This is an optimization exercise on Yosys and OpenROAD, whose aim is small area, not a production implementation. Function was checked by simulation only, so behaviour that the tests miss may differ from the original. Power and IR drop assume default switching activity.

==> design/flow/config.mk <==
export PLATFORM = sky130hd
export DESIGN_NAME = vga_display
export DESIGN_NICKNAME = vga_display
export VERILOG_FILES = /design/flow/design.v
export SDC_FILE = /design/flow/constraint.sdc
export NUM_CORES = 4
export LEC_CHECK = 0
export CAP_MARGIN = 20
export CORE_MARGIN = 2
export CORE_UTILIZATION = 50
export CTS_BUF_LIST = sky130_fd_sc_hd__clkbuf_8
export PLACE_DENSITY = 0.6
export SLEW_MARGIN = 20
==> design/flow/constraint.sdc <==
create_clock -name core_clock -period 10.0 [get_ports {clk}]
set_input_delay 2.0000 -clock core_clock [delete_from_list [all_inputs] [get_ports {clk}]]
set_output_delay 2.0000 -clock core_clock [all_outputs]
set_load 0.01 [all_outputs]
==> design/flow/design.v <==
module vga_logic(
    input wire reset,
    input wire [1:0] count, input wire pixel_strobe,
    input wire [5:0] hq, input wire [4:0] hr, input wire [4:0] vq, input wire [4:0] vr,
    input wire cpu_isAttacking, input wire [3:0] p1_health_out, input wire [3:0] cpu_health_out, input wire [3:0] keyboard_input,
    output wire [1:0] count_n, output wire pixel_strobe_n,
    output wire [5:0] hq_n, output wire [4:0] hr_n, output wire [4:0] vq_n, output wire [4:0] vr_n,
    output wire hSync, output wire vSync, output wire [11:0] VGA
);
wire new_n78, new_n79, new_n80, new_n83, new_n84, new_n85, new_n86,
    new_n87, new_n88, new_n89, new_n90, new_n92, new_n93, new_n94, new_n96,
    new_n97, new_n98, new_n99, new_n101, new_n102, new_n103, new_n104,
    new_n105, new_n106, new_n107, new_n108, new_n109, new_n110, new_n111,
    new_n112, new_n113, new_n114, new_n115, new_n116, new_n117, new_n118,
    new_n119, new_n120, new_n121, new_n122, new_n123, new_n124, new_n125,
    new_n127, new_n128, new_n129, new_n131, new_n132, new_n133, new_n134,
    new_n136, new_n137, new_n138, new_n139, new_n140, new_n142, new_n143,
    new_n144, new_n146, new_n147, new_n148, new_n149, new_n151, new_n152,
    new_n153, new_n154, new_n156, new_n157, new_n159, new_n160, new_n161,
    new_n162, new_n163, new_n164, new_n165, new_n166, new_n168, new_n169,
    new_n170, new_n171, new_n172, new_n173, new_n174, new_n175, new_n176,
    new_n177, new_n178, new_n179, new_n180, new_n181, new_n182, new_n183,
    new_n185, new_n186, new_n187, new_n188, new_n190, new_n191, new_n192,
    new_n193, new_n195, new_n196, new_n197, new_n199, new_n200, new_n202,
    new_n203, new_n205, new_n206, new_n207, new_n208, new_n210, new_n211,
    new_n212, new_n214, new_n215, new_n216, new_n217, new_n219, new_n220,
    new_n221, new_n222, new_n223, new_n224, new_n225, new_n226, new_n228,
    new_n229, new_n230, new_n231, new_n232, new_n234, new_n235, new_n236,
    new_n237, new_n238, new_n239, new_n240, new_n241, new_n242, new_n243,
    new_n244, new_n245, new_n246, new_n247, new_n248, new_n249, new_n250,
    new_n251, new_n252, new_n253, new_n254, new_n255, new_n256, new_n257,
    new_n258, new_n259, new_n260, new_n261, new_n262, new_n263, new_n264,
    new_n265, new_n266, new_n267, new_n268, new_n269, new_n270, new_n271,
    new_n272, new_n273, new_n274, new_n275, new_n276, new_n277, new_n278,
    new_n279, new_n280, new_n281, new_n282, new_n283, new_n284, new_n285,
    new_n286, new_n287, new_n288, new_n289, new_n290, new_n291, new_n292,
    new_n293, new_n294, new_n295, new_n296, new_n297, new_n298, new_n299,
    new_n300, new_n301, new_n302, new_n303, new_n304, new_n305, new_n306,
    new_n307, new_n308, new_n309, new_n310, new_n311, new_n312, new_n313,
    new_n314, new_n315, new_n316, new_n317, new_n318, new_n319, new_n320,
    new_n321, new_n322, new_n323, new_n324, new_n325, new_n326, new_n327,
    new_n328, new_n329, new_n330, new_n331, new_n332, new_n333, new_n334,
    new_n335, new_n336, new_n337, new_n338, new_n339, new_n340, new_n341,
    new_n342, new_n343, new_n344, new_n345, new_n346, new_n347, new_n348,
    new_n349, new_n350, new_n351, new_n352, new_n353, new_n354, new_n355,
    new_n356, new_n357, new_n358, new_n359, new_n360, new_n361, new_n362,
    new_n363, new_n364, new_n365, new_n366, new_n367, new_n368, new_n369,
    new_n370, new_n371, new_n372, new_n373, new_n374, new_n375, new_n376,
    new_n377, new_n378, new_n379, new_n380, new_n381, new_n382, new_n383,
    new_n384, new_n385, new_n386, new_n387, new_n388, new_n389, new_n390,
    new_n391, new_n392, new_n393, new_n394, new_n395, new_n396, new_n397,
    new_n398, new_n399, new_n400, new_n401, new_n402, new_n403, new_n404,
    new_n405, new_n406, new_n407, new_n408, new_n409, new_n410, new_n411,
    new_n412, new_n413, new_n414, new_n415, new_n416, new_n417, new_n418,
    new_n419, new_n420, new_n421, new_n422, new_n423, new_n424, new_n425,
    new_n426, new_n427, new_n428, new_n429, new_n430, new_n431, new_n432,
    new_n433, new_n434, new_n435, new_n436, new_n437, new_n438, new_n439,
    new_n440, new_n441, new_n442, new_n443, new_n444, new_n445, new_n446,
    new_n447, new_n448, new_n449, new_n450, new_n451, new_n452, new_n453,
    new_n454, new_n455, new_n456, new_n457, new_n458, new_n459, new_n460,
    new_n461, new_n462, new_n463, new_n464, new_n465, new_n466, new_n467,
    new_n468, new_n469, new_n470, new_n471, new_n472, new_n473, new_n474,
    new_n475, new_n476, new_n477, new_n478, new_n479, new_n480, new_n481,
    new_n482, new_n483, new_n484, new_n485, new_n486, new_n487, new_n488,
    new_n489, new_n490, new_n491, new_n492, new_n493, new_n494, new_n495,
    new_n496, new_n497, new_n498, new_n499, new_n500, new_n501, new_n502,
    new_n503, new_n504, new_n505, new_n506, new_n507, new_n508, new_n509,
    new_n510, new_n511, new_n512, new_n513, new_n514, new_n515, new_n516,
    new_n517, new_n518, new_n519, new_n520, new_n521, new_n522, new_n523,
    new_n524, new_n525, new_n526, new_n527, new_n528, new_n529, new_n530,
    new_n531, new_n532, new_n533, new_n534, new_n535, new_n536, new_n537,
    new_n538, new_n539, new_n540, new_n541, new_n542, new_n543, new_n544,
    new_n545, new_n546, new_n547, new_n548, new_n549, new_n550, new_n551,
    new_n552, new_n553, new_n554, new_n555, new_n556, new_n557, new_n558,
    new_n559, new_n560, new_n561, new_n562, new_n563, new_n564, new_n565,
    new_n566, new_n567, new_n568, new_n569, new_n570, new_n571, new_n572,
    new_n573, new_n574, new_n575, new_n576, new_n577, new_n578, new_n579,
    new_n580, new_n581, new_n582, new_n583, new_n584, new_n585, new_n586,
    new_n587, new_n588, new_n589, new_n590, new_n591, new_n592, new_n593,
    new_n594, new_n595, new_n596, new_n597, new_n598, new_n599, new_n600,
    new_n601, new_n602, new_n603, new_n604, new_n605, new_n606, new_n607,
    new_n608, new_n609, new_n610, new_n611, new_n612, new_n613, new_n614,
    new_n615, new_n616, new_n617, new_n618, new_n619, new_n620, new_n621,
    new_n622, new_n623, new_n624, new_n625, new_n626, new_n627, new_n628,
    new_n629, new_n630, new_n631, new_n632, new_n633, new_n634, new_n635,
    new_n636, new_n637, new_n638, new_n639, new_n640, new_n641, new_n642,
    new_n643, new_n644, new_n645, new_n646, new_n647, new_n648, new_n649,
    new_n650, new_n651, new_n652, new_n653, new_n654, new_n655, new_n656,
    new_n657, new_n658, new_n659, new_n660, new_n661, new_n662, new_n663,
    new_n664, new_n665, new_n666, new_n667, new_n668, new_n671, new_n672,
    new_n673, new_n674, new_n675, new_n676, new_n677, new_n678, new_n679,
    new_n680, new_n681, new_n682, new_n683, new_n684, new_n685, new_n686,
    new_n687, new_n688, new_n689, new_n690, new_n691, new_n692, new_n694,
    new_n695, new_n696, new_n697, new_n698, new_n699, new_n700, new_n701,
    new_n703, new_n704, new_n706, new_n707, new_n708, new_n709, new_n710,
    new_n711, new_n712, new_n713, new_n714, new_n715, new_n716, new_n717,
    new_n718, new_n719, new_n720, new_n721, new_n722, new_n724, new_n725,
    new_n726, new_n727, new_n728, new_n729, new_n730, new_n731, new_n732,
    new_n733, new_n734, new_n735, new_n736, new_n737, new_n738, new_n741,
    new_n742, new_n743, new_n744, new_n746, new_n747, new_n748, new_n749,
    new_n750, new_n751, new_n752, new_n755, new_n756;
  assign count_n[0] = ~reset & ~count[0];
  assign new_n78 = count[0] & count[1];
  assign new_n79 = ~count[0] & ~count[1];
  assign new_n80 = ~reset & ~new_n79;
  assign count_n[1] = ~new_n78 & new_n80;
  assign pixel_strobe_n = reset | ~new_n78;
  assign new_n83 = hr[2] & ~hr[3];
  assign new_n84 = ~hr[0] & ~hr[1];
  assign new_n85 = ~pixel_strobe & new_n84;
  assign new_n86 = hr[4] & new_n85;
  assign new_n87 = new_n83 & new_n86;
  assign new_n88 = hq[0] & ~new_n87;
  assign new_n89 = ~hq[0] & new_n87;
  assign new_n90 = ~new_n88 & ~new_n89;
  assign hq_n[0] = ~reset & ~new_n90;
  assign new_n92 = hq[1] & new_n89;
  assign new_n93 = ~hq[1] & ~new_n89;
  assign new_n94 = ~new_n92 & ~new_n93;
  assign hq_n[1] = reset | new_n94;
  assign new_n96 = ~hq[2] & ~new_n92;
  assign new_n97 = hq[1] & hq[2];
  assign new_n98 = new_n89 & new_n97;
  assign new_n99 = ~new_n96 & ~new_n98;
  assign hq_n[2] = reset | new_n99;
  assign new_n101 = hr[1] & ~hr[4];
  assign new_n102 = ~hr[2] & hr[3];
  assign new_n103 = ~hr[4] & ~new_n102;
  assign new_n104 = hq[1] & ~hq[4];
  assign new_n105 = ~hq[0] & hq[2];
  assign new_n106 = new_n104 & new_n105;
  assign new_n107 = ~new_n103 & new_n106;
  assign new_n108 = ~new_n101 & new_n107;
  assign new_n109 = ~hq[5] & ~new_n108;
  assign new_n110 = hr[0] & hr[1];
  assign new_n111 = hr[3] & ~new_n110;
  assign new_n112 = hq[0] & new_n103;
  assign new_n113 = ~new_n111 & new_n112;
  assign new_n114 = ~hq[3] & ~hq[4];
  assign new_n115 = new_n97 & new_n114;
  assign new_n116 = ~new_n113 & new_n115;
  assign new_n117 = new_n109 & new_n116;
  assign new_n118 = hr[0] & new_n101;
  assign new_n119 = new_n107 & ~new_n118;
  assign new_n120 = new_n117 & new_n119;
  assign new_n121 = ~pixel_strobe & new_n120;
  assign new_n122 = ~reset & ~new_n121;
  assign new_n123 = hq[3] & ~new_n98;
  assign new_n124 = ~hq[3] & new_n98;
  assign new_n125 = ~new_n123 & ~new_n124;
  assign hq_n[3] = ~new_n122 | ~new_n125;
  assign new_n127 = hq[4] & ~new_n124;
  assign new_n128 = ~hq[4] & new_n124;
  assign new_n129 = ~new_n127 & ~new_n128;
  assign hq_n[4] = ~reset & ~new_n129;
  assign new_n131 = ~hq[5] & ~new_n128;
  assign new_n132 = hq[5] & new_n114;
  assign new_n133 = new_n98 & new_n132;
  assign new_n134 = ~new_n131 & ~new_n133;
  assign hq_n[5] = ~new_n122 | new_n134;
  assign new_n136 = ~hr[0] & ~new_n120;
  assign new_n137 = ~reset & ~new_n136;
  assign new_n138 = ~pixel_strobe & ~new_n137;
  assign new_n139 = ~reset & pixel_strobe;
  assign new_n140 = hr[0] & new_n139;
  assign hr_n[0] = new_n138 | new_n140;
  assign new_n142 = ~reset & ~hr[1];
  assign new_n143 = ~new_n138 & new_n142;
  assign new_n144 = new_n138 & ~new_n142;
  assign hr_n[1] = ~new_n143 & ~new_n144;
  assign new_n146 = ~hr[2] & new_n85;
  assign new_n147 = ~hr[3] & ~new_n146;
  assign new_n148 = hr[3] & new_n146;
  assign new_n149 = ~new_n147 & ~new_n148;
  assign hr_n[3] = reset | new_n149;
  assign new_n151 = new_n86 & ~hr_n[3];
  assign new_n152 = hr[2] & ~new_n85;
  assign new_n153 = ~new_n146 & ~new_n152;
  assign new_n154 = ~reset & ~new_n153;
  assign hr_n[2] = new_n151 | new_n154;
  assign new_n156 = ~hr[4] & ~new_n148;
  assign new_n157 = ~reset & ~new_n156;
  assign hr_n[4] = ~new_n151 & new_n157;
  assign new_n159 = vr[2] & ~vr[3];
  assign new_n160 = ~vr[4] & new_n159;
  assign new_n161 = vr[0] & new_n121;
  assign new_n162 = vr[1] & new_n161;
  assign new_n163 = new_n160 & new_n162;
  assign new_n164 = vq[0] & ~new_n163;
  assign new_n165 = ~vq[0] & new_n163;
  assign new_n166 = ~new_n164 & ~new_n165;
  assign vq_n[0] = ~reset & ~new_n166;
  assign new_n168 = vq[1] & ~new_n165;
  assign new_n169 = ~vq[0] & ~vq[1];
  assign new_n170 = ~vr[2] & vr[3];
  assign new_n171 = vr[4] & ~new_n170;
  assign new_n172 = new_n169 & ~new_n171;
  assign new_n173 = ~vq[2] & vq[3];
  assign new_n174 = ~vq[4] & new_n173;
  assign new_n175 = ~new_n172 & new_n174;
  assign new_n176 = vr[0] & vr[1];
  assign new_n177 = vr[3] & new_n169;
  assign new_n178 = new_n176 & new_n177;
  assign new_n179 = new_n175 & new_n178;
  assign new_n180 = ~reset & ~new_n179;
  assign new_n181 = ~new_n122 & ~new_n180;
  assign new_n182 = new_n163 & new_n169;
  assign new_n183 = ~new_n181 & ~new_n182;
  assign vq_n[1] = new_n168 | ~new_n183;
  assign new_n185 = ~vq[2] & ~new_n182;
  assign new_n186 = vq[2] & new_n169;
  assign new_n187 = new_n163 & new_n186;
  assign new_n188 = ~reset & ~new_n187;
  assign vq_n[2] = ~new_n185 & new_n188;
  assign new_n190 = vq[3] & ~new_n187;
  assign new_n191 = vq[2] & ~vq[3];
  assign new_n192 = new_n182 & new_n191;
  assign new_n193 = ~new_n190 & ~new_n192;
  assign vq_n[3] = ~new_n181 & ~new_n193;
  assign new_n195 = vq[4] & new_n192;
  assign new_n196 = ~vq[4] & ~new_n192;
  assign new_n197 = ~reset & ~new_n196;
  assign vq_n[4] = ~new_n195 & new_n197;
  assign new_n199 = ~vr[0] & ~new_n121;
  assign new_n200 = ~new_n161 & ~new_n199;
  assign vr_n[0] = ~new_n180 | new_n200;
  assign new_n202 = ~vr[1] & ~new_n161;
  assign new_n203 = ~new_n162 & ~new_n202;
  assign vr_n[1] = ~new_n180 | new_n203;
  assign new_n205 = ~vr[2] & new_n162;
  assign new_n206 = vr[2] & ~new_n162;
  assign new_n207 = ~new_n160 & ~new_n206;
  assign new_n208 = ~new_n205 & new_n207;
  assign vr_n[2] = ~reset & ~new_n208;
  assign new_n210 = ~vr[3] & ~new_n205;
  assign new_n211 = new_n162 & new_n170;
  assign new_n212 = ~new_n181 & ~new_n211;
  assign vr_n[3] = ~new_n210 & new_n212;
  assign new_n214 = vr[4] & ~new_n211;
  assign new_n215 = ~vr[4] & new_n211;
  assign new_n216 = ~reset & ~new_n163;
  assign new_n217 = ~new_n215 & new_n216;
  assign vr_n[4] = new_n214 | ~new_n217;
  assign new_n219 = ~hq[1] & ~hq[2];
  assign new_n220 = new_n113 & new_n219;
  assign new_n221 = ~hr[4] & new_n83;
  assign new_n222 = ~hr[3] & new_n118;
  assign new_n223 = ~new_n221 & ~new_n222;
  assign new_n224 = new_n105 & new_n223;
  assign new_n225 = ~new_n97 & new_n132;
  assign new_n226 = ~new_n224 & new_n225;
  assign hSync = new_n220 | ~new_n226;
  assign new_n228 = ~vq[0] & vq[1];
  assign new_n229 = ~vr[0] & ~vr[1];
  assign new_n230 = ~new_n176 & ~new_n229;
  assign new_n231 = new_n228 & new_n230;
  assign new_n232 = new_n160 & new_n174;
  assign vSync = ~new_n231 | ~new_n232;
  assign new_n234 = new_n159 & new_n229;
  assign new_n235 = ~vr[4] & ~new_n234;
  assign new_n236 = new_n186 & new_n235;
  assign new_n237 = vq[3] & ~new_n236;
  assign new_n238 = vq[4] & ~new_n237;
  assign new_n239 = new_n117 & new_n238;
  assign new_n240 = ~vq[3] & vq[4];
  assign new_n241 = new_n236 & new_n240;
  assign new_n242 = ~new_n175 & ~new_n241;
  assign new_n243 = hq[3] & new_n119;
  assign new_n244 = ~new_n109 & ~new_n132;
  assign new_n245 = ~new_n243 & new_n244;
  assign new_n246 = ~new_n242 & ~new_n245;
  assign new_n247 = vq[0] & ~new_n235;
  assign new_n248 = ~vr[3] & vr[4];
  assign new_n249 = ~vq[0] & ~new_n248;
  assign new_n250 = ~vq[1] & ~vq[2];
  assign new_n251 = ~new_n249 & new_n250;
  assign new_n252 = ~new_n247 & new_n251;
  assign new_n253 = ~vr[2] & new_n176;
  assign new_n254 = ~vr[3] & ~new_n253;
  assign new_n255 = vr[4] & ~new_n254;
  assign new_n256 = ~vr[1] & new_n160;
  assign new_n257 = ~new_n255 & ~new_n256;
  assign new_n258 = ~vq[0] & ~vq[2];
  assign new_n259 = vq[1] & ~new_n258;
  assign new_n260 = vq[1] & vq[2];
  assign new_n261 = ~new_n250 & ~new_n260;
  assign new_n262 = vq[0] & ~new_n261;
  assign new_n263 = new_n259 & ~new_n262;
  assign new_n264 = ~new_n257 & new_n263;
  assign new_n265 = ~new_n252 & ~new_n264;
  assign new_n266 = hq[3] & new_n219;
  assign new_n267 = hq[0] & hq[4];
  assign new_n268 = new_n266 & new_n267;
  assign new_n269 = ~hq[5] & ~new_n268;
  assign new_n270 = new_n240 & new_n269;
  assign new_n271 = ~new_n116 & new_n270;
  assign new_n272 = ~new_n265 & new_n271;
  assign new_n273 = ~new_n246 & ~new_n272;
  assign new_n274 = ~hq[5] & vq[4];
  assign new_n275 = ~cpu_health_out[0] & ~cpu_health_out[1];
  assign new_n276 = ~cpu_health_out[2] & ~cpu_health_out[3];
  assign new_n277 = new_n275 & new_n276;
  assign new_n278 = ~p1_health_out[0] & ~p1_health_out[1];
  assign new_n279 = ~p1_health_out[2] & ~p1_health_out[3];
  assign new_n280 = new_n278 & new_n279;
  assign new_n281 = new_n277 & ~new_n280;
  assign new_n282 = hr[2] & ~new_n84;
  assign new_n283 = new_n281 & ~new_n282;
  assign new_n284 = ~new_n223 & ~new_n283;
  assign new_n285 = hq[0] & new_n284;
  assign new_n286 = ~hq[4] & new_n266;
  assign new_n287 = new_n285 & ~new_n286;
  assign new_n288 = ~hq[3] & hq[4];
  assign new_n289 = new_n97 & new_n288;
  assign new_n290 = ~new_n285 & ~new_n289;
  assign new_n291 = new_n281 & ~new_n290;
  assign new_n292 = ~new_n287 & new_n291;
  assign new_n293 = new_n274 & new_n292;
  assign new_n294 = ~hq[0] & ~new_n221;
  assign new_n295 = vq[1] & ~vq[3];
  assign new_n296 = ~vq[2] & new_n295;
  assign new_n297 = vq[0] & new_n296;
  assign new_n298 = ~new_n294 & new_n297;
  assign new_n299 = ~new_n285 & new_n298;
  assign new_n300 = new_n293 & new_n299;
  assign new_n301 = new_n273 & ~new_n300;
  assign new_n302 = ~hq[4] & ~new_n285;
  assign new_n303 = ~hq[4] & ~new_n219;
  assign new_n304 = ~new_n302 & ~new_n303;
  assign new_n305 = hq[3] & ~new_n304;
  assign new_n306 = ~hq[3] & new_n304;
  assign new_n307 = ~new_n305 & ~new_n306;
  assign new_n308 = ~new_n104 & ~new_n302;
  assign new_n309 = hq[2] & ~new_n308;
  assign new_n310 = ~hq[2] & new_n308;
  assign new_n311 = ~new_n309 & ~new_n310;
  assign new_n312 = ~hq[1] & ~new_n302;
  assign new_n313 = new_n104 & ~new_n285;
  assign new_n314 = ~new_n312 & ~new_n313;
  assign new_n315 = ~hq[4] & ~new_n284;
  assign new_n316 = hq[0] & ~new_n315;
  assign new_n317 = ~hq[0] & new_n315;
  assign new_n318 = ~new_n316 & ~new_n317;
  assign new_n319 = new_n314 & new_n318;
  assign new_n320 = vq[0] & new_n319;
  assign new_n321 = new_n311 & ~new_n320;
  assign new_n322 = ~new_n250 & new_n321;
  assign new_n323 = vq[2] & new_n228;
  assign new_n324 = ~new_n322 & ~new_n323;
  assign new_n325 = ~vq[2] & new_n314;
  assign new_n326 = new_n259 & ~new_n325;
  assign new_n327 = new_n311 & new_n326;
  assign new_n328 = ~hq[4] & new_n281;
  assign new_n329 = ~vq[3] & new_n328;
  assign new_n330 = ~new_n327 & new_n329;
  assign new_n331 = ~new_n324 & new_n330;
  assign new_n332 = ~new_n311 & new_n314;
  assign new_n333 = vq[2] & vq[3];
  assign new_n334 = new_n169 & new_n333;
  assign new_n335 = new_n332 & ~new_n334;
  assign new_n336 = ~new_n311 & ~new_n314;
  assign new_n337 = ~new_n296 & new_n336;
  assign new_n338 = ~new_n335 & ~new_n337;
  assign new_n339 = vq[2] & ~new_n169;
  assign new_n340 = ~vq[3] & new_n339;
  assign new_n341 = ~new_n338 & ~new_n340;
  assign new_n342 = ~new_n277 & new_n280;
  assign new_n343 = hq[4] & new_n342;
  assign new_n344 = ~vq[0] & new_n318;
  assign new_n345 = vq[0] & vq[1];
  assign new_n346 = ~new_n314 & ~new_n345;
  assign new_n347 = ~new_n344 & new_n346;
  assign new_n348 = new_n333 & new_n347;
  assign new_n349 = new_n311 & ~new_n348;
  assign new_n350 = new_n343 & ~new_n349;
  assign new_n351 = ~new_n341 & new_n350;
  assign new_n352 = ~new_n331 & ~new_n351;
  assign new_n353 = ~new_n307 & ~new_n352;
  assign new_n354 = vq[3] & new_n250;
  assign new_n355 = vr[4] & new_n234;
  assign new_n356 = ~vq[0] & ~new_n355;
  assign new_n357 = new_n354 & ~new_n356;
  assign new_n358 = ~new_n344 & new_n357;
  assign new_n359 = keyboard_input[0] & keyboard_input[1];
  assign new_n360 = ~keyboard_input[0] & ~keyboard_input[1];
  assign new_n361 = ~keyboard_input[2] & ~keyboard_input[3];
  assign new_n362 = ~new_n360 & new_n361;
  assign new_n363 = ~new_n359 & new_n362;
  assign new_n364 = ~new_n281 & ~new_n363;
  assign new_n365 = hq[4] & ~new_n364;
  assign new_n366 = ~hq[4] & cpu_isAttacking;
  assign new_n367 = new_n364 & new_n366;
  assign new_n368 = ~new_n342 & ~new_n367;
  assign new_n369 = ~new_n365 & new_n368;
  assign new_n370 = vq[0] & ~new_n314;
  assign new_n371 = ~new_n318 & new_n370;
  assign new_n372 = ~vq[1] & new_n333;
  assign new_n373 = ~new_n319 & new_n372;
  assign new_n374 = ~new_n371 & new_n373;
  assign new_n375 = new_n311 & ~new_n374;
  assign new_n376 = ~new_n369 & ~new_n375;
  assign new_n377 = ~new_n297 & ~new_n354;
  assign new_n378 = ~new_n318 & ~new_n377;
  assign new_n379 = new_n335 & ~new_n378;
  assign new_n380 = new_n376 & ~new_n379;
  assign new_n381 = ~vq[2] & ~vq[3];
  assign new_n382 = ~vq[1] & new_n318;
  assign new_n383 = vq[1] & ~new_n318;
  assign new_n384 = ~new_n382 & ~new_n383;
  assign new_n385 = ~new_n345 & ~new_n384;
  assign new_n386 = new_n381 & new_n385;
  assign new_n387 = new_n339 & ~new_n345;
  assign new_n388 = new_n318 & new_n387;
  assign new_n389 = ~new_n386 & ~new_n388;
  assign new_n390 = new_n380 & new_n389;
  assign new_n391 = vq[0] & ~vq[1];
  assign new_n392 = ~new_n314 & ~new_n318;
  assign new_n393 = ~new_n169 & new_n381;
  assign new_n394 = ~new_n334 & ~new_n393;
  assign new_n395 = new_n392 & ~new_n394;
  assign new_n396 = new_n391 & new_n395;
  assign new_n397 = new_n384 & ~new_n391;
  assign new_n398 = new_n381 & ~new_n397;
  assign new_n399 = new_n314 & ~new_n378;
  assign new_n400 = ~new_n398 & new_n399;
  assign new_n401 = ~new_n311 & ~new_n400;
  assign new_n402 = ~new_n396 & ~new_n401;
  assign new_n403 = new_n369 & ~new_n402;
  assign new_n404 = ~new_n307 & ~new_n403;
  assign new_n405 = ~vq[3] & ~new_n260;
  assign new_n406 = ~new_n384 & new_n405;
  assign new_n407 = vq[1] & new_n344;
  assign new_n408 = new_n333 & new_n407;
  assign new_n409 = new_n191 & new_n344;
  assign new_n410 = ~new_n234 & new_n409;
  assign new_n411 = ~new_n408 & ~new_n410;
  assign new_n412 = ~new_n406 & new_n411;
  assign new_n413 = ~new_n404 & new_n412;
  assign new_n414 = ~new_n390 & ~new_n413;
  assign new_n415 = ~new_n358 & ~new_n414;
  assign new_n416 = ~new_n380 & new_n404;
  assign new_n417 = ~new_n336 & ~new_n416;
  assign new_n418 = ~new_n415 & ~new_n417;
  assign new_n419 = ~new_n328 & ~new_n343;
  assign new_n420 = ~vq[1] & ~new_n318;
  assign new_n421 = new_n311 & ~new_n420;
  assign new_n422 = new_n325 & ~new_n421;
  assign new_n423 = ~new_n262 & ~new_n407;
  assign new_n424 = ~new_n422 & new_n423;
  assign new_n425 = new_n311 & new_n314;
  assign new_n426 = vq[2] & ~new_n425;
  assign new_n427 = ~vq[0] & new_n420;
  assign new_n428 = new_n314 & ~new_n427;
  assign new_n429 = ~new_n311 & ~new_n428;
  assign new_n430 = ~vq[3] & new_n307;
  assign new_n431 = ~new_n429 & new_n430;
  assign new_n432 = ~new_n426 & new_n431;
  assign new_n433 = ~new_n424 & new_n432;
  assign new_n434 = ~new_n318 & new_n433;
  assign new_n435 = ~new_n419 & ~new_n434;
  assign new_n436 = ~new_n260 & new_n319;
  assign new_n437 = ~vq[1] & ~new_n314;
  assign new_n438 = ~vq[3] & ~new_n393;
  assign new_n439 = ~new_n437 & new_n438;
  assign new_n440 = new_n311 & ~new_n439;
  assign new_n441 = ~new_n436 & ~new_n440;
  assign new_n442 = vq[0] & vq[3];
  assign new_n443 = new_n383 & new_n442;
  assign new_n444 = ~vq[2] & new_n443;
  assign new_n445 = new_n425 & ~new_n444;
  assign new_n446 = ~vq[2] & ~new_n295;
  assign new_n447 = ~new_n443 & ~new_n446;
  assign new_n448 = ~new_n445 & ~new_n447;
  assign new_n449 = ~vq[3] & new_n382;
  assign new_n450 = new_n370 & new_n449;
  assign new_n451 = ~new_n448 & ~new_n450;
  assign new_n452 = ~new_n441 & new_n451;
  assign new_n453 = new_n307 & ~new_n452;
  assign new_n454 = ~new_n435 & ~new_n453;
  assign new_n455 = ~new_n418 & new_n454;
  assign new_n456 = ~new_n353 & ~new_n455;
  assign new_n457 = new_n343 & new_n433;
  assign new_n458 = new_n456 & ~new_n457;
  assign new_n459 = ~new_n314 & new_n357;
  assign new_n460 = ~new_n369 & new_n381;
  assign new_n461 = ~vq[2] & ~new_n460;
  assign new_n462 = new_n383 & new_n461;
  assign new_n463 = ~vq[0] & new_n333;
  assign new_n464 = new_n318 & new_n460;
  assign new_n465 = ~new_n463 & ~new_n464;
  assign new_n466 = ~new_n462 & new_n465;
  assign new_n467 = ~new_n459 & new_n466;
  assign new_n468 = new_n389 & new_n467;
  assign new_n469 = ~new_n416 & new_n468;
  assign new_n470 = new_n311 & new_n318;
  assign new_n471 = ~new_n307 & ~new_n470;
  assign new_n472 = ~new_n469 & new_n471;
  assign new_n473 = new_n311 & ~new_n376;
  assign new_n474 = vq[2] & new_n295;
  assign new_n475 = new_n319 & new_n474;
  assign new_n476 = new_n307 & ~new_n475;
  assign new_n477 = ~new_n473 & ~new_n476;
  assign new_n478 = ~new_n472 & new_n477;
  assign new_n479 = new_n307 & new_n311;
  assign new_n480 = vq[1] & new_n314;
  assign new_n481 = ~new_n385 & new_n480;
  assign new_n482 = ~new_n347 & ~new_n481;
  assign new_n483 = new_n311 & new_n393;
  assign new_n484 = ~new_n482 & new_n483;
  assign new_n485 = ~new_n333 & ~new_n354;
  assign new_n486 = new_n425 & ~new_n485;
  assign new_n487 = ~new_n169 & new_n325;
  assign new_n488 = ~new_n372 & ~new_n487;
  assign new_n489 = new_n470 & ~new_n488;
  assign new_n490 = ~new_n486 & ~new_n489;
  assign new_n491 = ~new_n484 & new_n490;
  assign new_n492 = new_n381 & new_n491;
  assign new_n493 = new_n191 & new_n383;
  assign new_n494 = new_n314 & ~new_n493;
  assign new_n495 = ~new_n228 & new_n333;
  assign new_n496 = new_n494 & ~new_n495;
  assign new_n497 = ~vq[3] & new_n169;
  assign new_n498 = ~new_n314 & ~new_n497;
  assign new_n499 = ~new_n408 & new_n498;
  assign new_n500 = ~new_n496 & ~new_n499;
  assign new_n501 = vq[2] & new_n392;
  assign new_n502 = ~new_n296 & ~new_n501;
  assign new_n503 = ~new_n383 & ~new_n502;
  assign new_n504 = ~new_n500 & ~new_n503;
  assign new_n505 = ~new_n492 & new_n504;
  assign new_n506 = new_n479 & ~new_n505;
  assign new_n507 = new_n419 & ~new_n506;
  assign new_n508 = ~new_n478 & new_n507;
  assign new_n509 = ~new_n250 & ~new_n407;
  assign new_n510 = ~vq[3] & ~new_n509;
  assign new_n511 = ~vq[0] & new_n319;
  assign new_n512 = ~new_n370 & ~new_n511;
  assign new_n513 = new_n460 & new_n512;
  assign new_n514 = new_n395 & new_n513;
  assign new_n515 = hq[4] & new_n391;
  assign new_n516 = ~vq[3] & ~new_n515;
  assign new_n517 = new_n314 & ~new_n516;
  assign new_n518 = new_n321 & ~new_n517;
  assign new_n519 = new_n345 & new_n369;
  assign new_n520 = ~new_n169 & ~new_n519;
  assign new_n521 = new_n332 & new_n520;
  assign new_n522 = ~new_n518 & ~new_n521;
  assign new_n523 = new_n394 & ~new_n513;
  assign new_n524 = ~new_n522 & ~new_n523;
  assign new_n525 = ~new_n514 & new_n524;
  assign new_n526 = ~new_n510 & new_n525;
  assign new_n527 = new_n258 & new_n369;
  assign new_n528 = new_n491 & new_n527;
  assign new_n529 = new_n307 & ~new_n528;
  assign new_n530 = new_n425 & new_n510;
  assign new_n531 = new_n529 & ~new_n530;
  assign new_n532 = ~new_n526 & new_n531;
  assign new_n533 = new_n295 & new_n501;
  assign new_n534 = ~vq[3] & new_n391;
  assign new_n535 = new_n319 & new_n534;
  assign new_n536 = ~new_n259 & new_n393;
  assign new_n537 = ~new_n535 & ~new_n536;
  assign new_n538 = ~new_n533 & new_n537;
  assign new_n539 = new_n349 & new_n538;
  assign new_n540 = new_n345 & ~new_n355;
  assign new_n541 = new_n340 & ~new_n540;
  assign new_n542 = ~new_n314 & new_n541;
  assign new_n543 = new_n539 & ~new_n542;
  assign new_n544 = ~new_n258 & ~new_n394;
  assign new_n545 = ~new_n311 & ~new_n544;
  assign new_n546 = ~vq[0] & new_n295;
  assign new_n547 = ~new_n494 & new_n546;
  assign new_n548 = new_n545 & ~new_n547;
  assign new_n549 = ~new_n543 & ~new_n548;
  assign new_n550 = ~vq[1] & new_n191;
  assign new_n551 = new_n320 & new_n550;
  assign new_n552 = ~new_n307 & ~new_n551;
  assign new_n553 = ~new_n549 & new_n552;
  assign new_n554 = ~new_n532 & ~new_n553;
  assign new_n555 = new_n328 & ~new_n554;
  assign new_n556 = new_n437 & new_n463;
  assign new_n557 = ~new_n381 & ~new_n556;
  assign new_n558 = ~new_n345 & ~new_n512;
  assign new_n559 = ~new_n383 & ~new_n481;
  assign new_n560 = ~new_n558 & new_n559;
  assign new_n561 = new_n307 & new_n560;
  assign new_n562 = new_n325 & new_n383;
  assign new_n563 = new_n228 & ~new_n307;
  assign new_n564 = ~new_n501 & ~new_n563;
  assign new_n565 = ~new_n562 & new_n564;
  assign new_n566 = ~new_n561 & new_n565;
  assign new_n567 = ~new_n557 & ~new_n566;
  assign new_n568 = new_n307 & ~new_n321;
  assign new_n569 = ~new_n169 & new_n560;
  assign new_n570 = ~new_n568 & ~new_n569;
  assign new_n571 = new_n191 & ~new_n561;
  assign new_n572 = ~new_n570 & new_n571;
  assign new_n573 = ~new_n567 & ~new_n572;
  assign new_n574 = new_n311 & ~new_n573;
  assign new_n575 = ~new_n307 & new_n474;
  assign new_n576 = ~new_n297 & ~new_n575;
  assign new_n577 = ~new_n311 & new_n512;
  assign new_n578 = ~new_n576 & new_n577;
  assign new_n579 = new_n343 & ~new_n578;
  assign new_n580 = ~new_n574 & new_n579;
  assign new_n581 = ~new_n555 & ~new_n580;
  assign new_n582 = ~new_n508 & new_n581;
  assign new_n583 = vq[1] & ~new_n392;
  assign new_n584 = new_n311 & ~new_n583;
  assign new_n585 = new_n513 & new_n584;
  assign new_n586 = new_n529 & ~new_n585;
  assign new_n587 = new_n318 & new_n391;
  assign new_n588 = ~new_n325 & new_n587;
  assign new_n589 = new_n311 & ~new_n339;
  assign new_n590 = ~new_n588 & new_n589;
  assign new_n591 = new_n369 & ~new_n480;
  assign new_n592 = ~new_n545 & new_n591;
  assign new_n593 = ~new_n590 & new_n592;
  assign new_n594 = ~new_n539 & new_n593;
  assign new_n595 = ~new_n307 & ~new_n594;
  assign new_n596 = ~new_n586 & ~new_n595;
  assign new_n597 = ~new_n419 & ~new_n596;
  assign new_n598 = new_n357 & ~new_n587;
  assign new_n599 = new_n369 & new_n409;
  assign new_n600 = ~new_n598 & ~new_n599;
  assign new_n601 = vq[1] & ~new_n234;
  assign new_n602 = ~new_n307 & ~new_n601;
  assign new_n603 = new_n336 & new_n602;
  assign new_n604 = ~new_n600 & new_n603;
  assign new_n605 = new_n475 & new_n479;
  assign new_n606 = new_n419 & ~new_n605;
  assign new_n607 = ~new_n604 & new_n606;
  assign new_n608 = ~new_n597 & ~new_n607;
  assign new_n609 = new_n582 & ~new_n608;
  assign new_n610 = new_n307 & ~new_n493;
  assign new_n611 = ~new_n510 & new_n610;
  assign new_n612 = new_n332 & ~new_n611;
  assign new_n613 = new_n491 & ~new_n612;
  assign new_n614 = ~new_n416 & ~new_n613;
  assign new_n615 = vq[0] & ~new_n318;
  assign new_n616 = ~new_n344 & ~new_n615;
  assign new_n617 = new_n357 & ~new_n616;
  assign new_n618 = ~new_n307 & ~new_n550;
  assign new_n619 = ~new_n617 & new_n618;
  assign new_n620 = ~new_n414 & new_n619;
  assign new_n621 = ~new_n614 & ~new_n620;
  assign new_n622 = new_n419 & ~new_n621;
  assign new_n623 = ~vq[1] & ~new_n615;
  assign new_n624 = ~new_n392 & ~new_n623;
  assign new_n625 = new_n191 & ~new_n624;
  assign new_n626 = new_n296 & ~new_n370;
  assign new_n627 = ~new_n320 & new_n626;
  assign new_n628 = ~new_n625 & ~new_n627;
  assign new_n629 = ~new_n369 & ~new_n628;
  assign new_n630 = new_n369 & ~new_n538;
  assign new_n631 = new_n349 & ~new_n630;
  assign new_n632 = ~new_n629 & new_n631;
  assign new_n633 = ~vq[3] & new_n259;
  assign new_n634 = ~new_n369 & new_n633;
  assign new_n635 = ~new_n512 & new_n634;
  assign new_n636 = new_n369 & new_n534;
  assign new_n637 = ~new_n297 & ~new_n636;
  assign new_n638 = ~new_n551 & new_n637;
  assign new_n639 = ~new_n338 & new_n638;
  assign new_n640 = ~new_n635 & new_n639;
  assign new_n641 = ~new_n632 & ~new_n640;
  assign new_n642 = ~new_n307 & ~new_n641;
  assign new_n643 = new_n307 & ~new_n525;
  assign new_n644 = ~new_n419 & ~new_n643;
  assign new_n645 = ~new_n642 & new_n644;
  assign new_n646 = ~new_n622 & ~new_n645;
  assign new_n647 = ~new_n609 & new_n646;
  assign new_n648 = new_n458 & ~new_n647;
  assign new_n649 = ~new_n582 & new_n608;
  assign new_n650 = new_n646 & new_n649;
  assign new_n651 = ~new_n648 & ~new_n650;
  assign new_n652 = ~hq[4] & new_n274;
  assign new_n653 = ~new_n651 & new_n652;
  assign new_n654 = hq[4] & new_n274;
  assign new_n655 = new_n608 & ~new_n646;
  assign new_n656 = ~new_n608 & new_n646;
  assign new_n657 = new_n582 & ~new_n656;
  assign new_n658 = ~new_n655 & ~new_n657;
  assign new_n659 = new_n458 & new_n658;
  assign new_n660 = new_n654 & ~new_n659;
  assign new_n661 = ~new_n653 & ~new_n660;
  assign new_n662 = ~hq[4] & ~new_n456;
  assign new_n663 = ~new_n609 & ~new_n649;
  assign new_n664 = ~new_n656 & ~new_n663;
  assign new_n665 = ~new_n458 & new_n608;
  assign new_n666 = ~new_n664 & ~new_n665;
  assign new_n667 = ~new_n662 & ~new_n666;
  assign new_n668 = ~new_n661 & new_n667;
  assign VGA[6] = ~new_n301 | new_n668;
  assign VGA[0] = new_n239 | VGA[6];
  assign new_n671 = new_n653 & new_n658;
  assign new_n672 = ~new_n458 & ~new_n609;
  assign new_n673 = new_n646 & ~new_n672;
  assign new_n674 = new_n671 & ~new_n673;
  assign new_n675 = new_n582 & ~new_n646;
  assign new_n676 = new_n654 & ~new_n675;
  assign new_n677 = ~new_n656 & new_n676;
  assign new_n678 = ~new_n609 & ~new_n677;
  assign new_n679 = new_n660 & new_n678;
  assign new_n680 = new_n286 & new_n342;
  assign new_n681 = ~new_n292 & ~new_n680;
  assign new_n682 = hq[0] & vq[0];
  assign new_n683 = new_n274 & new_n295;
  assign new_n684 = ~new_n682 & new_n683;
  assign new_n685 = new_n680 & new_n684;
  assign new_n686 = new_n274 & ~new_n345;
  assign new_n687 = new_n340 & new_n686;
  assign new_n688 = ~new_n685 & new_n687;
  assign new_n689 = ~new_n681 & new_n688;
  assign new_n690 = new_n273 & ~new_n689;
  assign new_n691 = ~new_n239 & new_n690;
  assign new_n692 = ~new_n679 & new_n691;
  assign VGA[1] = new_n674 | ~new_n692;
  assign new_n694 = new_n664 & ~new_n674;
  assign new_n695 = ~new_n661 & ~new_n694;
  assign new_n696 = ~new_n458 & ~new_n646;
  assign new_n697 = ~new_n582 & ~new_n696;
  assign new_n698 = new_n695 & ~new_n697;
  assign new_n699 = new_n293 & new_n536;
  assign new_n700 = ~new_n685 & ~new_n699;
  assign new_n701 = ~VGA[0] & new_n700;
  assign VGA[2] = new_n698 | ~new_n701;
  assign new_n703 = new_n301 & new_n700;
  assign new_n704 = new_n691 & new_n703;
  assign VGA[3] = ~new_n661 | ~new_n704;
  assign new_n706 = new_n672 & new_n695;
  assign new_n707 = new_n608 & ~new_n697;
  assign new_n708 = new_n652 & ~new_n707;
  assign new_n709 = new_n456 & ~new_n655;
  assign new_n710 = new_n708 & ~new_n709;
  assign new_n711 = ~new_n671 & ~new_n710;
  assign new_n712 = ~new_n646 & ~new_n711;
  assign new_n713 = hq[4] & new_n649;
  assign new_n714 = ~new_n655 & ~new_n713;
  assign new_n715 = new_n274 & new_n458;
  assign new_n716 = ~new_n714 & new_n715;
  assign new_n717 = new_n690 & new_n700;
  assign new_n718 = ~new_n258 & new_n685;
  assign new_n719 = new_n273 & new_n718;
  assign new_n720 = ~new_n717 & ~new_n719;
  assign new_n721 = ~new_n716 & ~new_n720;
  assign new_n722 = ~new_n712 & new_n721;
  assign VGA[4] = new_n706 | ~new_n722;
  assign new_n724 = ~new_n695 & ~new_n712;
  assign new_n725 = new_n609 & ~new_n724;
  assign new_n726 = new_n169 & new_n608;
  assign new_n727 = ~new_n662 & ~new_n726;
  assign new_n728 = ~new_n697 & new_n727;
  assign new_n729 = new_n677 & ~new_n728;
  assign new_n730 = new_n274 & ~new_n727;
  assign new_n731 = new_n697 & new_n730;
  assign new_n732 = ~new_n729 & ~new_n731;
  assign new_n733 = ~new_n725 & new_n732;
  assign new_n734 = ~new_n654 & ~new_n708;
  assign new_n735 = ~new_n653 & new_n734;
  assign new_n736 = ~new_n608 & new_n697;
  assign new_n737 = ~new_n735 & ~new_n736;
  assign new_n738 = new_n703 & ~new_n737;
  assign VGA[5] = ~new_n733 | ~new_n738;
  assign VGA[7] = new_n695 | ~new_n717;
  assign new_n741 = new_n238 & ~new_n269;
  assign new_n742 = ~new_n245 & new_n741;
  assign new_n743 = new_n273 & ~new_n742;
  assign new_n744 = ~new_n718 & new_n743;
  assign VGA[8] = ~new_n733 | ~new_n744;
  assign new_n746 = ~new_n646 & new_n672;
  assign new_n747 = new_n727 & new_n746;
  assign new_n748 = ~new_n673 & ~new_n747;
  assign new_n749 = ~new_n649 & ~new_n748;
  assign new_n750 = ~new_n734 & ~new_n749;
  assign new_n751 = ~new_n689 & ~new_n742;
  assign new_n752 = new_n301 & new_n751;
  assign VGA[9] = new_n750 | ~new_n752;
  assign VGA[10] = ~new_n738 | new_n742;
  assign new_n755 = ~new_n651 & new_n676;
  assign new_n756 = new_n743 & ~new_n755;
  assign VGA[11] = new_n710 | ~new_n756;
endmodule
module vga_display(
    input wire clk, reset,
    input cpu_isAttacking,
    input wire [3:0] p1_health_out, cpu_health_out,
    input wire [3:0] keyboard_input,
    output wire hSync, vSync,
    output wire [11:0] VGA
    );
    reg [1:0] count;
    reg pixel_strobe;
    reg [5:0] hq;
    reg [4:0] hr, vq, vr;
    wire [1:0] count_n;
    wire pixel_strobe_n;
    wire [5:0] hq_n;
    wire [4:0] hr_n, vq_n, vr_n;
    always @(posedge clk) begin
        count <= count_n;
        pixel_strobe <= pixel_strobe_n;
        hq <= hq_n;
        hr <= hr_n;
        vq <= vq_n;
        vr <= vr_n;
    end
    vga_logic logic_i (.reset(reset), .count(count), .pixel_strobe(pixel_strobe),
        .hq(hq), .hr(hr), .vq(vq), .vr(vr),
        .cpu_isAttacking(cpu_isAttacking), .p1_health_out(p1_health_out), .cpu_health_out(cpu_health_out),
        .keyboard_input(keyboard_input),
        .count_n(count_n), .pixel_strobe_n(pixel_strobe_n), .hq_n(hq_n), .hr_n(hr_n), .vq_n(vq_n), .vr_n(vr_n),
        .hSync(hSync), .vSync(vSync), .VGA(VGA));
endmodule
==> design/flow/flow/run.sh <==
#!/bin/bash
# Own layout flow: the standard ORFS flow (standard.sh), unchanged except that the
# technology-mapping ABC call of the standard synthesis uses an area-oriented script
# (flow/abc_area_own.script) instead of ORFS's delay-oriented one. Registers, their names and
# cell types are those of the standard synthesis. Half and full adders are left to ABC as plain
# gates (ADDER_MAP_FILE empty) instead of being mapped to adder cells before ABC. Ports are buffered as in the standard flow, with
# the smallest buffer (buf_1) instead of ORFS's default choice. ORFS writes each tool's log under
# orfs/logs/; make's own output goes to flow_make.log here.
set -euo pipefail
W=$(pwd)
{
  echo "proc abc {args} {"
  echo "  set i [lsearch -exact \$args -script]"
  echo "  if {\$i >= 0} { lset args [expr {\$i + 1}] $W/flow/abc_area_own.script }"
  echo "  yosys abc {*}\$args"
  echo "}"
  cat "$W/synth_recipe.tcl"
} > "$W/own_synth.tcl"
sed "s#SYNTH_SCRIPT=[^ ]*#SYNTH_SCRIPT=$W/own_synth.tcl ADDER_MAP_FILE=#" "$W/standard.sh" > "$W/own_standard.sh"
grep -q "SYNTH_SCRIPT=$W/own_synth.tcl" "$W/own_standard.sh"
export BUFFER_PORTS_ARGS="-buffer_cell sky130_fd_sc_hd__buf_1"
bash "$W/own_standard.sh" > "$W/flow_make.log" 2>&1
==> design/flow/flow/abc_area_own.script <==
strash
dch -f
amap
topo
==> design/flow/standard.sh <==
#!/bin/bash
# synth_recipe.tcl (not shown) runs the flow's synth.tcl, then flattens the netlist and writes it again
# the make line also repeats each setting of config.mk as NAME=value (left out here)
make -C /OpenROAD-flow-scripts/flow DESIGN_CONFIG=/design/flow/config.mk WORK_HOME=/design/flow/orfs CLKGATE_MAP_FILE= SYNTH_SCRIPT=/design/flow/synth_recipe.tcl "${@:-finish}"
==> results of run 1 <==
[cells by family after synthesis]
kind of cell / synth area share
simple gates: 0.373
compound gates: 0.368
buf+inv: 0.0806
flops: 0.175
xor+xnor: 0.00319
[synthesized netlist by cell type (all sizes together) (6+ instances only)]
| cell | instances | area [sq um] |
|---|---|---|
| a21oi | 28 | 140 |
| a31oi | 12 | 75.1 |
| clkinv | 59 | 221 |
| dfxtp | 24 | 480 |
| nand2 | 44 | 165 |
| nand3 | 12 | 60.1 |
| nor2 | 134 | 503 |
| nor3 | 19 | 95.1 |
| nor4 | 8 | 50.1 |
| o21ai | 53 | 265 |
| o22ai | 7 | 43.8 |
| or2 | 7 | 43.8 |
| or3 | 6 | 37.5 |
[routing by layer]
metal	wire length (um)	global-route usage	share of wire
met1	4050	0.418	0.39
met4	397	0.154	0.038
met5	0	0	0
met3	1160	0.0586	0.11
met2	4840	0.550	0.46
[final cells by class]
class                      count  area share
clock buffer                   3      0.0134
clock inverter                 1     0.00972
inverter                      59      0.0717
multi-input combinational    398       0.668
sequential                    24       0.156
tap                           70      0.0284
timing repair buffer          36      0.0535
[registers in the layout (all words and copies together), names as in the netlist]
signal,cells
pixel_strobe,1
vq,5
count,2
hr,5
vr,5
hq,6
[through the flow]
step / instance area, sq um / instances / utilization
3_3_place_gp: 3000 / 587 / 0.576
2_1_floorplan: 2750 / 481 / -
6_report: 3090 / 591 / 0.593
5_1_grt: 3090 / 591 / 0.593
4_1_cts: 3070 / 591 / 0.590
3_5_place_dp: 3000 / 587 / 0.576
[what timing repair did]
action / in CTS / in global routing
hold buffers: 0 / 0
buffers inserted: 0 / 0
resized for setup: 0 / 8
setup endpoints to repair: 0 / 5
[how the worst max path moves through the flow]
stage	end	slack, ns	start	cells past startpoint
after floorplan	VGA[8]	0.87	p1_health_out[0]	28
after global placement	VGA[8]	0.50	p1_health_out[0]	33
after detailed placement	VGA[8]	0.49	p1_health_out[0]	32
after CTS	VGA[8]	0.46	p1_health_out[0]	32
after global routing	VGA[5]	0.0006	p1_health_out[0]	38
final	VGA[8]	0.50	p1_health_out[0]	38
[report_power, final]
| part | switching [mW] | total (mW) | internal (mW) |
|---|---|---|---|
| Combinational | 0.0112 | 0.0169 | 0.00570 |
| Sequential | 0.00131 | 0.0980 | 0.0967 |
| Clock | 0.0300 | 0.0834 | 0.0535 |
[critical path, delay by kind of cell]
kind	cells	cell delay [ns]
buf+inv	9	1.18
simple gates	15	2.41
compound gates	14	1.92
[placed cells by master, fill, tap and decap left out, drive strengths merged, types with 4 or more instances in the layout]
cell type / n
or3: 6
o221ai: 4
o21ai: 53
o311ai: 4
a22oi: 5
nand2: 44
clkinv: 58
o22ai: 7
a31oi: 12
a21oi: 28
nand3: 12
a211oi: 5
nor3: 19
dfxtp: 24
buf: 36
nor2: 134
or2: 7
nor4: 8
o21a: 5
==> flow_metrics.env, run 1 <==
export IMPL_die_width_um=78.1
export IMPL_clock_path_buffers=2
export IMPL_cts_tree="built"
export IMPL_cts_made_buffers=3
export IMPL_syn_avg_cell_area_sq_um=5.71
export IMPL_rsz0062_at_grt="no"
export IMPL_maxSlewHeadroom=0.283
export IMPL_vias=3839
export IMPL_routedWlPerCell_um=17.7
export IMPL_fin_ws_ns=0.497
export IMPL_io_pins=29
export IMPL_slowest_stage="or4_1"
export IMPL_post_route_period_util=0.950
export IMPL_p_total_mw=0.198
export IMPL_drive_above_1_share=0.0307
export IMPL_maxSlewViolCount=0
export IMPL_maxCapViolCount=0
export IMPL_insertion_delay_ns=0.26
export IMPL_via_per_inst=6.50
export IMPL_die_y_um=78.1
export IMPL_grt_pass1_vias=3623
export IMPL_hp_start="count[1]$_DFF_P_"
export IMPL_powerDensity_nw_per_um2=64.2
export IMPL_worstHoldEndpoint="pixel_strobe$_DFF_P_"
export IMPL_start_util=0.528
export IMPL_grt_overflow_total=0
export IMPL_multi_input_area_sq_um=2060
export IMPL_worst_pin_slew_ns=1.07
export IMPL_required_ns=8.00
export IMPL_antenna_found_initial=0
export IMPL_setup_viol=0
export IMPL_synthesis_area_sq_um=2750
export IMPL_hold_depth=1
export IMPL_die_area_sq_um=6100
export IMPL_io_buffers=28
export IMPL_cp_start_kind="input port"
export IMPL_ys_seq_elements=24
export IMPL_r2r_slack_ns=6.79
export IMPL_holdWs_ns=0.417
export IMPL_routed_wl_um=10400
export IMPL_fmax_mhz=105
export IMPL_netlist_instances=481
export IMPL_grt_max_degree=15
export IMPL_reg2reg_to="vq[4]$_DFF_P_"
export IMPL_rows=26
export IMPL_r2r_start="hq[4]$_DFF_P_"
export IMPL_hold_viol=0
export IMPL_setup_tns_ns=0
export IMPL_dr_pass1_iters=6
export IMPL_ys_flop_type="dfxtp_1"
export IMPL_hold_path_class="flop to flop"
export IMPL_nets=537
export IMPL_finClkSkew_ns=0.00227
export IMPL_syn_nets=496
export IMPL_fill_cells=514
export IMPL_cts_sinks=24
export IMPL_worstSetupPathType="input port to output pin"
export IMPL_synth_warnings=1
export IMPL_drc=0
export IMPL_post_place_ws_ns=0.489
export IMPL_cp_arrival_ns=7.50
export IMPL_final_antenna_net_count=0
export IMPL_regArea_sq_um=480
export IMPL_critPathMaxFanout=5
export IMPL_endpoint_kind="output pin"
export IMPL_gp_congestion=1.03
export IMPL_cts_reportedPaths_clkPinSlew_ns=0.08
export IMPL_syn_to_final_growth_pct=12.4
export IMPL_dp_hpwl_um=7980
export IMPL_worstRegToRegCells=16
export IMPL_ys_types=46
export IMPL_cts_root_buf="clkbuf_8"
export IMPL_drt_iter0_drc=581
export IMPL_track_usage=0.332
export IMPL_seq_area_frac_synth=0.175
export IMPL_synthArstFlopShare=0
export IMPL_p_leak_nw=1.08
export IMPL_slowest_delay_ns=0.53
export IMPL_core_sq_um=5200
export IMPL_peakVddDrop_v=0.000107
export IMPL_min_period_ns=9.50
export IMPL_synth_edf_count=0
export IMPL_grt_pass1_wl_um=16600
export IMPL_htree_levels=1
export IMPL_status="complete, no violations"
export IMPL_diodes=0
==> run 2, diff against run 1 <==
==> design/flow/flow/run.sh (replaced) <==
#!/bin/bash
# Own layout flow: the standard ORFS flow (standard.sh), unchanged except that the
# technology-mapping ABC call of the standard synthesis uses an area-oriented script
# (flow/abc_area_own.script) instead of ORFS's delay-oriented one. Registers, their names and
# cell types are those of the standard synthesis. Ports are buffered as in the standard flow, with
# the smallest buffer (buf_1) instead of ORFS's default choice. ORFS writes each tool's log under
# orfs/logs/; make's own output goes to flow_make.log here.
set -euo pipefail
W=$(pwd)
{
  echo "proc abc {args} {"
  echo "  set i [lsearch -exact \$args -script]"
  echo "  if {\$i >= 0} { lset args [expr {\$i + 1}] $W/flow/abc_area_own.script }"
  echo "  yosys abc {*}\$args"
  echo "}"
  cat "$W/synth_recipe.tcl"
} > "$W/own_synth.tcl"
sed "s#SYNTH_SCRIPT=[^ ]*#SYNTH_SCRIPT=$W/own_synth.tcl#" "$W/standard.sh" > "$W/own_standard.sh"
grep -q "SYNTH_SCRIPT=$W/own_synth.tcl" "$W/own_standard.sh"
export BUFFER_PORTS_ARGS="-buffer_cell sky130_fd_sc_hd__buf_1"
bash "$W/own_standard.sh" > "$W/flow_make.log" 2>&1
==> run 2 against run 1 <==
Still clean on timing, DRC and antenna. Maximum frequency is 0.46% higher. Non-clock buffer count is 6 higher. Register-to-register slack better by 0.14 ns. Total power is 0.23% lower. Largest cell class unchanged.
==> flow_metrics.env, run 2 <==
export IMPL_powerDensity_nw_per_um2=60.4
export IMPL_synthesis_area_sq_um=2890
export IMPL_post_route_period_util=0.946
export IMPL_ys_flop_type="dfxtp_1"
export IMPL_cts_tree="built"
export IMPL_final_cell_mix="112 x nor2_1, 61 x clkinv_1, 43 x o21ai_0, 40 x nand2_1, 28 x buf_1"
export IMPL_finClkSkew_ns=0.00164
export IMPL_via_per_inst=6.52
export IMPL_start_util=0.521
export IMPL_layout_commonest_cell="nor2_1"
export IMPL_post_place_ws_ns=0.529
export IMPL_htree_levels=1
export IMPL_cts_sinks=24
export IMPL_ys_types=44
export IMPL_drt_iter0_drc=814
export IMPL_nets=559
export IMPL_use_met3=0.0509
export IMPL_setup_viol=0
export IMPL_syn_to_final_growth_pct=13.6
export IMPL_dr_pass1_iters=8
export IMPL_rows=27
export IMPL_io_buffers=28
export IMPL_place_area_sq_um=3180
export IMPL_vias=3881
export IMPL_peakVddDrop_v=0.000105
export IMPL_synth_top_cells_by_count="115 x nor2_1, 63 x clkinv_1, 47 x o21ai_0"
export IMPL_hold_path_class="flop to flop"
export IMPL_final_cell_area_sq_um=3280
export IMPL_routed_wl_um=10600
export IMPL_yosys_area_top_type="dfxtp_1"
export IMPL_maxCapViolCount=0
export IMPL_cts_reportedPaths_clkPinSlew_ns=0.08
export IMPL_yosys_cell_count_top_type="nor2_1"
export IMPL_endpoint_kind="output pin"
export IMPL_ys_seq_elements=24
export IMPL_p_total_mw=0.198
export IMPL_synthArstFlopShare=0
export IMPL_grt_pass1_vias=3496
export IMPL_regMostFlops="hq"
export IMPL_synthTopCellsByArea="dfxtp_1 17%, nor2_1 15%, ha_1 8.7%, clkinv_1 8.2%, o21ai_0 8.1%"
export IMPL_cts_made_buffers=3
export IMPL_grt_pass1_wl_um=16800
export IMPL_netlist_instances=477
export IMPL_track_usage=0.331
export IMPL_synth_top_area_frac=0.166
export IMPL_clock_path_buffers=2
export IMPL_maxSlewViolCount=0
export IMPL_routedWlPerCell_um=17.7
export IMPL_largest_register_ffs=6
export IMPL_postCtsHoldBufs=0
export IMPL_cp_start_kind="input port"
export IMPL_die_area_sq_um=6400
export IMPL_core_sq_um=5540
export IMPL_syn_avg_cell_area_sq_um=6.05
export IMPL_critPathMaxFanout=6
export IMPL_fin_ws_ns=0.540
export IMPL_final_antenna_net_count=0
export IMPL_dp_hpwl_um=8150
export IMPL_synth_warnings=1
export IMPL_diodes=0
export IMPL_p_leak_nw=1.17
export IMPL_io_pins=29
export IMPL_grt_overflow_total=0
export IMPL_worstSetupPathType="input port to output pin"
export IMPL_synth_edf_count=0
export IMPL_worstRegToRegCells=14
export IMPL_seq_area_frac_synth=0.166
export IMPL_cts_root_buf="clkbuf_8"
export IMPL_maxSlewHeadroom=0.548
export IMPL_antenna_found_initial=0
export IMPL_grt_use_met1=0.427
export IMPL_min_period_ns=9.46
export IMPL_status="complete, no violations"
export IMPL_syn_nets=512
export IMPL_fin_util=0.592
export IMPL_worst_pin_slew_ns=0.676
export IMPL_insertion_delay_ns=0.26
export IMPL_top_usage_layer="met2"
export IMPL_drc=0
export IMPL_gp_congestion=1.09
export IMPL_die_width_um=80.0
export IMPL_drive_above_1_share=0.0478
export IMPL_grt_max_degree=19
export IMPL_hold_depth=1
export IMPL_hold_viol=0
export IMPL_cp_arrival_ns=7.46
export IMPL_required_ns=8.00
export IMPL_grt_use_met2=0.535
export IMPL_die_y_um=80.0
export IMPL_fmax_mhz=106
## run 2: changes by cell type after synthesis, moves of 4 or more
cell,change
o21ai_0,-6
nand2_1,-4
nor3_1,+4
a21oi_1,-6
o22ai_1,+4
ha_1,+20
clkinv_1,+4
nor2_1,-19
or2_0,+6
## run 2: stage by stage
| stage | cells | hold slack [ns] | setup TNS, ns |
|---|---|---|---|
| 3_3_place_gp | 590 | 0.391 | 0 |
| 6_report | 595 | 0.428 | 0 |
| 2_1_floorplan | 477 | 0.378 | 0 |
| 4_1_cts | 594 | 0.433 | 0 |
| 5_1_grt | 595 | 0.455 | -0.0143 |
| 3_5_place_dp | 590 | 0.409 | 0 |
## run 2: cells by family after synthesis
logic type	synth area share
DFF	0.166
adders and majority gates	0.0867
xor gates and xnor gates	0.00303
AOI/OAI and AO/OA	0.319
buffers and inverters	0.0819
and+or+nand+nor	0.342
## run 2: cell type report
class,instances,area (sq um)
tap,72,90.1
multi-input combinational,390,2190
inverter,63,240
clock buffer,3,41.3
timing repair buffer,42,210
fill,552,2260
clock inverter,1,30.0
sequential,24,480
## run 2: final timing paths
check | startpoint | to | slack, ns
worst max-delay path | p1_health_out[0] | VGA[5] | 0.54
worst min-delay path | count[1]$_DFF_P_ | pixel_strobe$_DFF_P_ | 0.43
worst max register to register | hr[3]$_DFF_P_ | vq[4]$_DFF_P_ | 6.93
worst min register to register | count[1]$_DFF_P_ | pixel_strobe$_DFF_P_ | 0.43
## run 2: timing repair
| action | in CTS | in global routing |
|---|---|---|
| hold endpoints to repair | 0 | 0 |
| buffers inserted | 0 | 1 |
| endpoints found under the setup margin | 0 | 5 |
| gates resized for setup | 0 | 11 |
## run 2: layer usage
layer	wire length (um)	up-vias	share of wire
met5	0	-	0
met4	626	0	0.059
met3	1140	79	0.11
met2	4690	279	0.44
met1	4100	1710	0.39
li1	-	1813	-
## run 2: worst max-delay path, stage by stage
cell      delay (ns)
buf_1           0.07
or4_1           0.54
nand2_1         0.12
o21ai_0         0.16
nand2_1         0.15
nor2_1          0.07
a21oi_2         0.30
clkinv_1        0.20
buf_4           0.20
nand2_1         0.17
nor2_1          0.11
nor2_1          0.24
clkinv_1        0.15
nor2_1          0.14
a31oi_1         0.05
a311oi_1        0.35
a21oi_1         0.12
o22ai_1         0.32
clkinv_1        0.27
o21ai_0         0.41
a211oi_1        0.17
or2_0           0.27
nor2_1          0.12
a21oi_1         0.05
or3_1           0.32
or2_0           0.24
buf_1           0.14
## run 2: where the power goes
part	switching, mW	internal (mW)	total, mW
clock network	0.0293	0.0534	0.0828
registers	0.00108	0.0967	0.0978
logic	0.0115	0.00587	0.0173
==> run 3, diff against run 2 <==
==> design/flow/flow/run.sh (replaced) <==
#!/bin/bash
# Own layout flow: the standard ORFS flow (standard.sh) with three changes to synthesis and
# placement, none to the registers (their names and cell types are the standard synthesis's):
#  - the technology-mapping ABC call uses an area-oriented script (flow/abc_area_own.script)
#    instead of ORFS's delay-oriented one;
#  - half and full adders are left to ABC as plain gates (ADDER_MAP_FILE empty) instead of being
#    mapped to adder cells before ABC;
#  - ports are buffered as in the standard flow, but with the smallest buffer (buf_1).
# ORFS writes each tool's log under orfs/logs/; make's own output goes to flow_make.log here.
set -euo pipefail
W=$(pwd)
{
  echo "proc abc {args} {"
  echo "  set i [lsearch -exact \$args -script]"
  echo "  if {\$i >= 0} { lset args [expr {\$i + 1}] $W/flow/abc_area_own.script }"
  echo "  yosys abc {*}\$args"
  echo "}"
  cat "$W/synth_recipe.tcl"
} > "$W/own_synth.tcl"
sed "s#SYNTH_SCRIPT=[^ ]*#SYNTH_SCRIPT=$W/own_synth.tcl ADDER_MAP_FILE=#" "$W/standard.sh" > "$W/own_standard.sh"
grep -q "SYNTH_SCRIPT=$W/own_synth.tcl" "$W/own_standard.sh"
export BUFFER_PORTS_ARGS="-buffer_cell sky130_fd_sc_hd__buf_1"
bash "$W/own_standard.sh" > "$W/flow_make.log" 2>&1
--- a/design/flow/config.mk
+++ b/design/flow/config.mk
@@ -10,4 +10,7 @@
 export CORE_UTILIZATION = 50
 export CTS_BUF_LIST = sky130_fd_sc_hd__clkbuf_8
+export CTS_CLUSTER_DIAMETER = 200
+export CTS_CLUSTER_SIZE = 30
+export GPL_TIMING_DRIVEN = 0
 export PLACE_DENSITY = 0.6
 export SLEW_MARGIN = 20
==> run 3 against run 2 <==
Total power decreased by 0.32%. Hold slack got worse by 0.015 ns. Synthesized cell count increased by 0.84%. Flip-flop and latch count unchanged. Largest cell class unchanged. Design area decreased by 5.6%.
==> flow_metrics.env, run 3 <==
export IMPL_final_antenna_net_count=0
export IMPL_p_total_mw=0.197
export IMPL_synth_edf_count=0
export IMPL_cp_arrival_ns=7.58
export IMPL_endpoint_kind="output pin"
export IMPL_diodes=0
export IMPL_critPathMaxFanout=9
export IMPL_drc=0
export IMPL_routedWlPerCell_um=17.1
export IMPL_cts_tree="built"
export IMPL_largest_register_ffs=6
export IMPL_io_pins=29
export IMPL_cts_reportedPaths_clkPinSlew_ns=0.09
export IMPL_grt_pass1_wl_um=15900
export IMPL_vias=3842
export IMPL_cp_start_kind="input port"
export IMPL_synth_top_cells_by_count="134 x nor2_1, 59 x clkinv_1, 53 x o21ai_0"
export IMPL_slowest_stage="or4_1"
export IMPL_synth_top_area_frac=0.183
export IMPL_dp_cells=580
export IMPL_fill_cells=517
export IMPL_grt_max_degree=16
export IMPL_synthTopCellsByArea="nor2_1 18%, dfxtp_1 17%, o21ai_0 9.7%, clkinv_1 8.1%, nand2_1 6.0%"
export IMPL_core_sq_um=5200
export IMPL_die_area_sq_um=6100
export IMPL_layout_commonest_cell="nor2_1"
export IMPL_min_period_ns=9.58
export IMPL_syn_nets=496
export IMPL_maxCapViolCount=0
export IMPL_ys_types=46
export IMPL_final_cell_mix="129 x nor2_1, 56 x clkinv_1, 47 x o21ai_0, 44 x nand2_1, 28 x buf_1"
export IMPL_regMostFlops="hq"
export IMPL_insertion_delay_ns=0.26
export IMPL_multi_input_area_sq_um=2100
export IMPL_dr_pass1_iters=12
export IMPL_rows=26
export IMPL_cts_root_buf="clkbuf_8"
export IMPL_worst_pin_slew_ns=1.05
export IMPL_required_ns=8.00
export IMPL_maxSlewHeadroom=0.290
export IMPL_slowest_delay_ns=0.54
export IMPL_seq_area_frac_synth=0.175
export IMPL_ys_flop_type="dfxtp_1"
export IMPL_routed_wl_um=10000
export IMPL_wl_met2_um=4600
export IMPL_drt_met1_wl_um=4060
export IMPL_status="complete, no violations"
export IMPL_die_y_um=78.1
export IMPL_dp_hpwl_um=7530
export IMPL_netlist_instances=481
export IMPL_cp_num_buf_inv=9
export IMPL_gp_congestion=1.00
export IMPL_fmax_mhz=104
export IMPL_die_width_um=78.1
export IMPL_synth_warnings=1
export IMPL_fin_util=0.594
export IMPL_synthArstFlopShare=0
export IMPL_hold_viol=0
export IMPL_critPathTopFamily="compound AO/OA/AOI/OAI gates"
export IMPL_syn_avg_cell_area_sq_um=5.71
export IMPL_track_usage=0.318
export IMPL_syn_to_final_growth_pct=12.6
export IMPL_grt_overflow_total=0
export IMPL_grt_pass1_vias=3438
export IMPL_yosys_cell_count_top_type="nor2_1"
export IMPL_hold_path_class="flop to flop"
export IMPL_nets=532
export IMPL_regArea_sq_um=480
export IMPL_clock_path_buffers=2
export IMPL_htree_levels=1
export IMPL_setup_viol=0
run 3: routing by layer:
layer,vias up,GRT usage
li1,1807,-
met3,45,0.0379
met1,1712,0.417
met4,0,0.168
met5,-,0
met2,278,0.511
run 3: path summary, 6_finish.rpt:
kind / from / endpoint / slack, ns / cells after the start
min: count[1]$_DFF_P_ / pixel_strobe$_DFF_P_ / 0.41 / 1
min reg2reg: count[1]$_DFF_P_ / pixel_strobe$_DFF_P_ / 0.41 / 1
max: p1_health_out[0] / VGA[8] / 0.42 / 36
max reg2reg: hq[4]$_DFF_P_ / vq[4]$_DFF_P_ / 6.76 / 16
run 3: kinds of logic (layout without fill, tap and decap cells):
family / Yosys count / after routing / synth area share
buffers and inverters: 59 / 94 / 0.0806
DFF: 24 / 24 / 0.175
AOI/OAI and AO/OA: 157 / 157 / 0.368
and+or+nand+nor: 240 / 240 / 0.373
xor gates and xnor gates: 1 / 1 / 0.00319
run 3: worst reg2reg max path, stage by stage (launching register included):
cell and delay, ns:
dfxtp_1 0.65, nor2_1 0.15, nand4_1 0.14, a21oi_1 0.06, nor2_1 0.17, nand2_1 0.09
or2_0 0.23, nor2_1 0.19, and2_0 0.22, nand2_1 0.11, nor2_1 0.22, clkinv_1 0.19
nor2_1 0.19, clkinv_1 0.11, nor2_1 0.19, nor2_1 0.06, a211oi_1 0.19
run 3: cell type report:
cell class,instances,share of cell area
Clock inverter,1,0.00970
Timing Repair Buffer,31,0.0425
Sequential cell,24,0.155
Inverter,59,0.0732
Multi-Input combinational cell,398,0.678
Clock buffer,3,0.0133
Tap cell,70,0.0283
run 3: timing repair:
| action | in CTS | in global routing |
|---|---|---|
| endpoints found under the setup margin | 8 | 8 |
| resized for setup | 6 | 15 |
| hold buffers | 0 | 0 |
| endpoints found under the hold margin | 0 | 0 |
| pin swaps | 0 | 0 |
| buffers inserted | 0 | 2 |
run 3: per-stage QoR:
step           cell area [sq um]  hold slack (ns)  worst slack [ns]  TNS, ns
2_1_floorplan               2750            0.378             0.870        0
6_report                    3090            0.412             0.424        0
3_3_place_gp                2940            0.389            -0.927    -6.67
3_5_place_dp                2960            0.395            -0.638    -2.43
4_1_cts                     3040            0.414            0.0345        0
5_1_grt                     3090            0.439           -0.0233  -0.0250
run 3: report_power, final:
group / total [mW] / internal, mW / switching [mW] / leakage, nW
Clock: 0.0834 / 0.0534 / 0.0299 / 0.0357
Sequential: 0.0980 / 0.0967 / 0.00123 / 0.195
Combinational: 0.0160 / 0.00523 / 0.0107 / 0.843
Total: 0.197 / 0.155 / 0.0419 / 1.07

Re-timed with assumed drivers on the ports (clkbuf_16 on the clock, buf_2 on other inputs), run 3 has 0.403 ns of setup slack against 0.424 ns with ideal ports, and 0.403 ns once port delays also move by the mid clock arrival of 0.283 ns.
